This design comes from an exercise in tuning for small area on the open sky130 flow, not from production work. Only simulation tests tie the RTL to the original design; equivalence was not proved. The flow treats the clock pin as an ideal source, which a real chip does not have. Power is estimated from default activity; no workload was simulated.

==> run A: inputs <==
## RGB_YCbCr
module RGB_YCbCr #(
	parameter	DSIZE	= 16,
	parameter	MSIZE	= 12
)(
	input				clock,
	input				invsync,
	input				inhsync,
	input				inde,
	input [DSIZE-1:0]	inR,
	input [DSIZE-1:0]	inG,
	input [DSIZE-1:0]	inB,
	output				outvsync,
	output				outhsync,
	output				outde,
	output[DSIZE-1:0]	outY,
	output[DSIZE-1:0]	outCb,
	output[DSIZE-1:0]	outCr
);
export LEC_CHECK = 0
export CAP_MARGIN = 20
export CORE_MARGIN = 2
export CORE_UTILIZATION = 40
export GPL_TIMING_DRIVEN = 0
export SLEW_MARGIN = 20
export SYNTH_HIERARCHICAL = 1
export SYNTH_MINIMUM_KEEP_SIZE = 0
create_clock -name core_clock -period 7.0 [get_ports {clock}]
standard.sh (not shown) runs the stock make flow with config.mk's settings and CLKGATE_MAP_FILE= SYNTH_SCRIPT=/design/flow/synth_recipe.tcl, a recipe that flattens the netlist after the stock synthesis.
==> flow/flow/run.sh <==
#!/bin/bash
# Own layout flow: the standard layout (standard.sh), unchanged synthesis, with:
#  - after synthesis, each maj3_2 cell is swapped for maj3_1 (same function, smaller);
#  - ports are buffered with the smallest buffer (buf_1) instead of clkdlybuf4s50_1;
#  - clock tree synthesis uses small clock buffers and inserts no dummy loads.
# Tool logs go to orfs/logs as in the standard flow; make's output to synth.log / flow.log.
set -euo pipefail
cd "$(dirname "$0")/.."
export BUFFER_PORTS_ARGS="-buffer_cell sky130_fd_sc_hd__buf_1"
export CTS_ARGS="-sink_clustering_enable -repair_clock_nets -dont_use_dummy_load -buf_list {sky130_fd_sc_hd__clkbuf_4 sky130_fd_sc_hd__clkbuf_8}"
bash standard.sh synth > synth.log 2>&1
R=orfs/results/${FLOW_PLATFORM:-sky130hd}/RGB_YCbCr/base
sed -i 's/sky130_fd_sc_hd__maj3_2 /sky130_fd_sc_hd__maj3_1 /' $R/1_2_yosys.v
rm -f $R/1_synth.odb $R/1_synth.sdc
bash standard.sh > flow.log 2>&1
==> inputs of run E, as changes to run A <==
--- a/flow/flow/run.sh
+++ b/flow/flow/run.sh
@@ -9,3 +9,3 @@
 export BUFFER_PORTS_ARGS="-buffer_cell sky130_fd_sc_hd__buf_1"
-export CTS_ARGS="-sink_clustering_enable -repair_clock_nets -dont_use_dummy_load -buf_list {sky130_fd_sc_hd__clkbuf_4 sky130_fd_sc_hd__clkbuf_8}"
+export CTS_ARGS="-sink_clustering_enable -repair_clock_nets -dont_use_dummy_load -buf_list {sky130_fd_sc_hd__clkbuf_8 sky130_fd_sc_hd__clkbuf_16} -sink_clustering_size 30 -sink_clustering_max_diameter 100"
 bash standard.sh synth > synth.log 2>&1
==> qor summary <==
| metric | run A | run E |
|---|---|---|
| Reported clock group power | 0.497 mW | 0.731 mW |
| GRT met2 Usage | 30.2% | 30.2% |
| Ratio of final minimum period to clock period | 96.2% | 95.4% |
| Length of routed met2 wiring | 12500 um | 12500 um |
| Minimum clock period after layout | 6.73 ns | 6.68 ns |
| WL per Instance | 19.7 um | 19.7 um |
| Worst hold slack | 0.310 ns | 0.314 ns |
| Outcome | no timing/DRC/antenna violations | no timing/DRC/antenna violations |
| Endpoint of the worst hold path | Y_q[2] | Y_q[5] |
| Wire length of the first global-routing pass | 41200 um | 41400 um |
| P_leak | 5.06 nW | 5.16 nW |
| IR drop worst, VDD | 0.000424 V | 0.000416 V |
| Clk cell area share | 1.78% | 3.18% |
| Setup slack on the worst flop-to-flop path | 0.27 ns | 0.32 ns |
| Number of violations reported at the end of detailed-routing iteration 0 | 266 | 227 |


==> run a: inputs <==
Another version of the RTL of RGB_YCbCr (not shown whole).
clock: 7.0 ns
lec_check: 0
cap_margin: 20
core_margin: 2
core_utilization: 40
slew_margin: 20
synth_hierarchical: 1
synth_minimum_keep_size: 0
==> flow/flow/run.sh <==
#!/bin/bash
# Own layout flow: the standard layout (standard.sh) with two changes:
#  - ports are buffered with the smallest buffer (buf_1) instead of clkdlybuf4s50_1;
#  - clock tree synthesis uses small clock buffers and inserts no dummy loads.
# Every tool's output goes to the ORFS logs under orfs/logs; make's own output to flow.log.
set -euo pipefail
cd "$(dirname "$0")/.."
export BUFFER_PORTS_ARGS="-buffer_cell sky130_fd_sc_hd__buf_1"
export CTS_ARGS="-sink_clustering_enable -repair_clock_nets -dont_use_dummy_load -buf_list {sky130_fd_sc_hd__clkbuf_4 sky130_fd_sc_hd__clkbuf_8}"
bash standard.sh > flow.log 2>&1
==> run b: changes against run a <==
==> flow/run.sh (new file) <==
#!/bin/bash
# synth_recipe.tcl (not shown) runs the flow's synth.tcl, then flattens the netlist and writes it again
# the make line also repeats each setting of config.mk as NAME=value (left out here)
make -C /OpenROAD-flow-scripts/flow DESIGN_CONFIG=/design/flow/config.mk WORK_HOME=/design/flow/orfs CLKGATE_MAP_FILE= SYNTH_SCRIPT=/design/flow/synth_recipe.tcl finish
removed: flow/flow/run.sh
removed: flow/standard.sh
==> summary of the runs <==
Of run b and run a, run b has the higher combinational power (gap about 3%, measured against run a). Die area is the same in run a and run b. In run b the sequential share of layout area is lower than in run a, by 1.7 points. Routed wire length: run a is lower than run b (about 1.3%). Against run b, the via count of run a is lower by about 0.8%. Core utilization: run a is lower than run b (3.4 points). Non-clock buffer count: run a is lower than run b (3). Of run a and run b, run b has the higher final cell count (gap about 1.3%, measured against run b). Against run a, the maximum frequency of run b is lower by 1.5%. Between run b and run a, the lower clock skew is in run b (gap 23 ps). Register-to-register slack: run b is worse than run a (90 ps).
==> figures <==
quantity	run b	run a
Run status	no timing/DRC/antenna violations	no timing/DRC/antenna violations
Hold_sp	r2_53$_DFF_P_	lat_sync.ltc[1][1]$_DFF_P_
Fin worst setup slack	673.4 ps	765.8 ps
Slowest cell delay on critical path	690 ps	560 ps
Worst max-slew margin expressed relative to the limit	49.81%	47.85%
Combinational power share	63.9%	67.5%
Largest voltage drop on the vdd net	0.3427 mV	0.3445 mV
Fraction of final layout cells with drive strength greater than 1	12.98%	11.36%
Maximum number of pins on one net before global-route repair	17	18
Hold slack	324.2 ps	323.4 ps
Via count	6397	6346
Number of signal-net buffers in the layout	129	126
Via-per-instance ratio	4.629	4.652
Met2 track demand over resource in global routing	32.15%	32.58%
Final area over synthesized area	1.1858x	1.1030x
Min Tclk post-route	6327 ps	6234 ps
Met2 Wirelength	14.08 mm	14.29 mm
Count of clock buffers in the final design	19	17
Largest clock skew in the final design	10.34 ps	33.02 ps
Vias in the first global route	8056	7831
Final Cycle Share	90.38%	89.06%
Global-route met1 utilization	25.13%	24.84%
Hold-critical path endpoint	Cr_q[6]$_DFF_P_	lat_sync.ltc[2][1]$_DFF_P_


==> build 12: inputs <==
Another version of the RTL of RGB_YCbCr (not shown whole).
Settings: LEC_CHECK=0, CAP_MARGIN=20, CORE_MARGIN=2, CORE_UTILIZATION=40, GPL_TIMING_DRIVEN=0, SLEW_MARGIN=20, SYNTH_HIERARCHICAL=1, SYNTH_MINIMUM_KEEP_SIZE=0; clock period 7.0 ns.
==> flow/flow/run.sh <==
#!/bin/bash
# Own layout flow: the standard layout (standard.sh), unchanged synthesis, with:
#  - after synthesis, each maj3_2 cell is swapped for maj3_1 (same function, smaller);
#  - ports are buffered with the smallest buffer (buf_1) instead of clkdlybuf4s50_1;
#  - clock tree synthesis uses small clock buffers and inserts no dummy loads.
# Tool logs go to orfs/logs as in the standard flow; make's output to synth.log / flow.log.
set -euo pipefail
cd "$(dirname "$0")/.."
export BUFFER_PORTS_ARGS="-buffer_cell sky130_fd_sc_hd__buf_1"
export CTS_ARGS="-sink_clustering_enable -repair_clock_nets -dont_use_dummy_load -buf_list {sky130_fd_sc_hd__clkbuf_4 sky130_fd_sc_hd__clkbuf_8}"
bash standard.sh synth > synth.log 2>&1
R=orfs/results/${FLOW_PLATFORM:-sky130hd}/RGB_YCbCr/base
sed -i 's/sky130_fd_sc_hd__maj3_2 /sky130_fd_sc_hd__maj3_1 /' $R/1_2_yosys.v
rm -f $R/1_synth.odb $R/1_synth.sdc
bash standard.sh > flow.log 2>&1
==> inputs of trial 55, as changes to build 12 <==
--- a/flow/flow/run.sh
+++ b/flow/flow/run.sh
@@ -7,7 +7,7 @@
 set -euo pipefail
 cd "$(dirname "$0")/.."
 export BUFFER_PORTS_ARGS="-buffer_cell sky130_fd_sc_hd__buf_1"
-export CTS_ARGS="-sink_clustering_enable -repair_clock_nets -dont_use_dummy_load -buf_list {sky130_fd_sc_hd__clkbuf_4 sky130_fd_sc_hd__clkbuf_8}"
+export CTS_ARGS="-sink_clustering_enable -repair_clock_nets -dont_use_dummy_load -buf_list {sky130_fd_sc_hd__clkbuf_4} -sink_clustering_size 8 -sink_clustering_max_diameter 40"
 bash standard.sh synth > synth.log 2>&1
 R=orfs/results/${FLOW_PLATFORM:-sky130hd}/RGB_YCbCr/base
 sed -i 's/sky130_fd_sc_hd__maj3_2 /sky130_fd_sc_hd__maj3_1 /' $R/1_2_yosys.v
- CORE_UTILIZATION: 40 -> 60
- PLACE_DENSITY: default -> 0.75
==> inputs of build 14, as changes to build 12 <==
==> flow/flow/run.sh (replaced) <==
#!/bin/bash
# Own layout flow: the standard layout (standard.sh), unchanged synthesis, with:
#  - after synthesis, each maj3_2 cell is swapped for maj3_1 (same function, smaller);
#  - ports are buffered with the smallest buffer (buf_1) instead of clkdlybuf4s50_1;
#  - clock tree synthesis uses clkbuf_4 and inserts no dummy loads; after it, clock buffers
#    that drive a slow edge are upsized (flow/post_cts.tcl).
# Tool logs go to orfs/logs as in the standard flow; make's output to synth.log / flow.log.
set -euo pipefail
cd "$(dirname "$0")/.."
export BUFFER_PORTS_ARGS="-buffer_cell sky130_fd_sc_hd__buf_1"
export CTS_ARGS="-sink_clustering_enable -repair_clock_nets -dont_use_dummy_load -buf_list {sky130_fd_sc_hd__clkbuf_4}"
export POST_CTS_TCL="$(pwd)/flow/post_cts.tcl"
bash standard.sh synth > synth.log 2>&1
R=orfs/results/${FLOW_PLATFORM:-sky130hd}/RGB_YCbCr/base
sed -i 's/sky130_fd_sc_hd__maj3_2 /sky130_fd_sc_hd__maj3_1 /' $R/1_2_yosys.v
rm -f $R/1_synth.odb $R/1_synth.sdc
bash standard.sh > flow.log 2>&1
==> flow/flow/post_cts.tcl (new file) <==
# Sourced by ORFS at the end of clock tree synthesis (POST_CTS_TCL): a clock buffer whose
# sinks see a slow clock edge is swapped for the next larger clock buffer, then the
# placement is legalised again.
estimate_parasitics -placement
set upsized 0
foreach net [get_nets clknet_*] {
  set maxs 0
  set drv ""
  foreach pin [get_pins -of_objects $net] {
    if {[get_property $pin direction] == "output"} {
      set drv [get_property $pin instance]
      continue
    }
    set s [get_property $pin slew_max]
    if {$s > $maxs} { set maxs $s }
  }
  if {$drv != "" && $maxs > 0.095 && [get_property $drv ref_name] == "sky130_fd_sc_hd__clkbuf_4"} {
    replace_cell $drv sky130_fd_sc_hd__clkbuf_8
    incr upsized
  }
}
puts "post_cts: upsized $upsized clock buffers"
if {$upsized > 0} {
  detailed_placement
  check_placement -verbose
  estimate_parasitics -placement
}
==> run notes <==
| item | trial 55 | build 12 | build 14 |
|---|---|---|---|
| Run status | finished clean | finished clean | did not finish |
| Last stage reached | - | - | clock tree synthesis (4_1_cts) |
| Met1 wire length | 9.33 mm | 10.6 mm | - |
| TritonCTS clock tree | built | built | - |
| Maximum number of pins on one net before global-route repair | 17 | 17 | - |
| Worst min-delay path category | flop to flop | flop to flop | - |
| Final standard cell area without fillers | 12700 um^2 | 13000 um^2 | - |
| Crit path launch | q1B[14]$_DFF_P_ | q1R[8]$_DFF_P_ | - |
| WP data required | 7.40 ns | 7.37 ns | - |
| Well tap count | 265 | 384 | - |
| Worst-case register-to-register setup slack | 0.30 ns | 0.27 ns | - |
| Post-layout power | 5640 uW | 5890 uW | - |
| Met2 wirelength from detailed routing | 12.3 mm | 11.7 mm | - |
| Top layer used by detailed routing | met4 | met4 | - |
| Synthesis-to-layout area growth | 7.87% | 10.0% | - |
| H-tree lvl count | 4 | 4 | - |
| Total buffers and inverters traversed by the critical path | 2 | 0 | - |
| Transition at the pin with the smallest max-transition slack | 0.925 ns | 0.923 ns | - |
| Critical-path maximum fanout | 7 | 8 | - |
| Number of global-route vias before repair | 7255 | 7000 | - |
| Worst voltage drop across the vdd grid | 389 uV | 359 uV | - |
| Filler cell count | 1444 | 2632 | - |
| DR WL/cell | 20.9 um | 18.8 um | - |
| End-of-flow core utilization | 65.7% | 45.0% | - |
| Area of the die | 20800 um^2 | 30900 um^2 | - |
| Met3 layer usage reported by global route | 9.17% | 3.05% | - |
| Hold Worst Slack | 0.306 ns | 0.306 ns | - |
| Power Clock | 364 uW | 494 uW | - |


==> trial 15: inputs <==
RGB_YCbCr again, from the RTL that the note above started with.
==> flow/config.mk <==
export PLATFORM = sky130hd
export DESIGN_NAME = RGB_YCbCr
export DESIGN_NICKNAME = RGB_YCbCr
export VERILOG_FILES = /design/flow/design.v
export SDC_FILE = /design/flow/constraint.sdc
export NUM_CORES = 4
export LEC_CHECK = 0
export CAP_MARGIN = 20
export CORE_MARGIN = 2
export CORE_UTILIZATION = 40
export GPL_TIMING_DRIVEN = 0
export SETUP_SLACK_MARGIN = -0.15
export SLEW_MARGIN = 20
export SYNTH_HIERARCHICAL = 1
export SYNTH_MINIMUM_KEEP_SIZE = 0
==> flow/constraint.sdc <==
create_clock -name core_clock -period 7.0 [get_ports {clock}]
set_input_delay 1.4000 -clock core_clock [delete_from_list [all_inputs] [get_ports {clock}]]
set_output_delay 1.4000 -clock core_clock [all_outputs]
set_load 0.01 [all_outputs]
==> flow/flow/run.sh <==
#!/bin/bash
# Own layout flow: the standard layout (standard.sh), unchanged synthesis, with:
#  - after synthesis, each maj3_2 cell is swapped for maj3_1 (same function, smaller);
#  - ports are buffered with the smallest buffer (buf_1) instead of clkdlybuf4s50_1;
#  - clock tree synthesis uses small clock buffers and inserts no dummy loads.
# Tool logs go to orfs/logs as in the standard flow; make's output to synth.log / flow.log.
set -euo pipefail
cd "$(dirname "$0")/.."
export BUFFER_PORTS_ARGS="-buffer_cell sky130_fd_sc_hd__buf_1"
export CTS_ARGS="-sink_clustering_enable -repair_clock_nets -dont_use_dummy_load -buf_list {sky130_fd_sc_hd__clkbuf_4 sky130_fd_sc_hd__clkbuf_8}"
bash standard.sh synth > synth.log 2>&1
R=orfs/results/${FLOW_PLATFORM:-sky130hd}/RGB_YCbCr/base
sed -i 's/sky130_fd_sc_hd__maj3_2 /sky130_fd_sc_hd__maj3_1 /' $R/1_2_yosys.v
rm -f $R/1_synth.odb $R/1_synth.sdc
bash standard.sh > flow.log 2>&1
==> trial 78: changes against trial 15 <==
- CORE_UTILIZATION: 40 -> 60
- PLACE_DENSITY: default -> 0.75
- SETUP_SLACK_MARGIN: -0.15 -> default
==> comparison table <==
| metric | trial 15 | trial 78 |
|---|---|---|
| Power per standard cell area | 453 nW/µm² | 446 nW/µm² |
| Number of well taps | 384 | 265 |
| Worst reg2reg path endpoint | r2_51 | r2_67 |
| Met3 track demand over resource | 2.77% | 9.50% |
| Filler cells | 2,638 | 1,430 |
| Instance area after placement | 12,700 µm² | 12,500 µm² |
| Status | complete, no violations | complete, no violations |
| Actual slew at the worst max-slew pin | 986 ps | 964 ps |
| Min cycle time layout | 6860 ps | 6730 ps |
| Worst skew pair latency | 460 ps | 450 ps |
| P_int | 3.42 mW | 3.38 mW |
| Reg-to-reg slack, setup | 140 ps | 270 ps |
| Vias in the first global route | 6,978 | 7,246 |
| Max Fanout on Critical Path | 12 | 11 |
| Pre-CTS setup slack | -424 ps | -307 ps |
| Worst hold margin | 306 ps | 309 ps |
| LEAKAGE | 5.01 nW | 5.01 nW |
| Final worst path period share | 97.9% | 96.1% |
| Crit path largest cell delay | 620 ps | 950 ps |
| Capture endpoint of the worst hold path | Cr_q[8] | Cr_q[5] |
| Worst path bufs/invs | 1 | 0 |

## afterwards: timing with drivers on the ports
In the flow no input, the clock included, has a driving cell. The finished layouts below were timed again as built, in two steps. Step 1 assumes that a clkbuf_16 drives the clock port and a buf_2 every other input. Step 2 also shifts input and output timing later by t, the mid clock arrival at the registers, as if the neighbouring blocks saw the same clock. Slacks: ideal / step 1 / step 2; pairs: ideal / step 1.
run	t, ns	setup WS [ns]	cell pins on the clock port's net
run A of note 1	0.491	0.269 / 0.269 / 0.269	1
run E of note 1	0.468	0.320 / 0.320 / 0.320	1
run a of note 2	0.496	0.766 / 0.766 / 0.766	1
run b of note 2	0.474	0.673 / 0.673 / 0.673	1
build 12	0.485	0.271 / 0.271 / -0.177	1
trial 55	0.557	0.298 / 0.298 / -0.156	1
trial 15	0.484	0.145 / 0.145 / -0.177	1
trial 78	0.476	0.274 / 0.274 / -0.160	1
With both steps, setup timing fails in build 12, trial 55, trial 15 and trial 78, where it was met with ideal ports. For trial 55, which loses most, drivers alone change the setup slack by 0.000 ns; drivers and shift together by -0.454 ns.
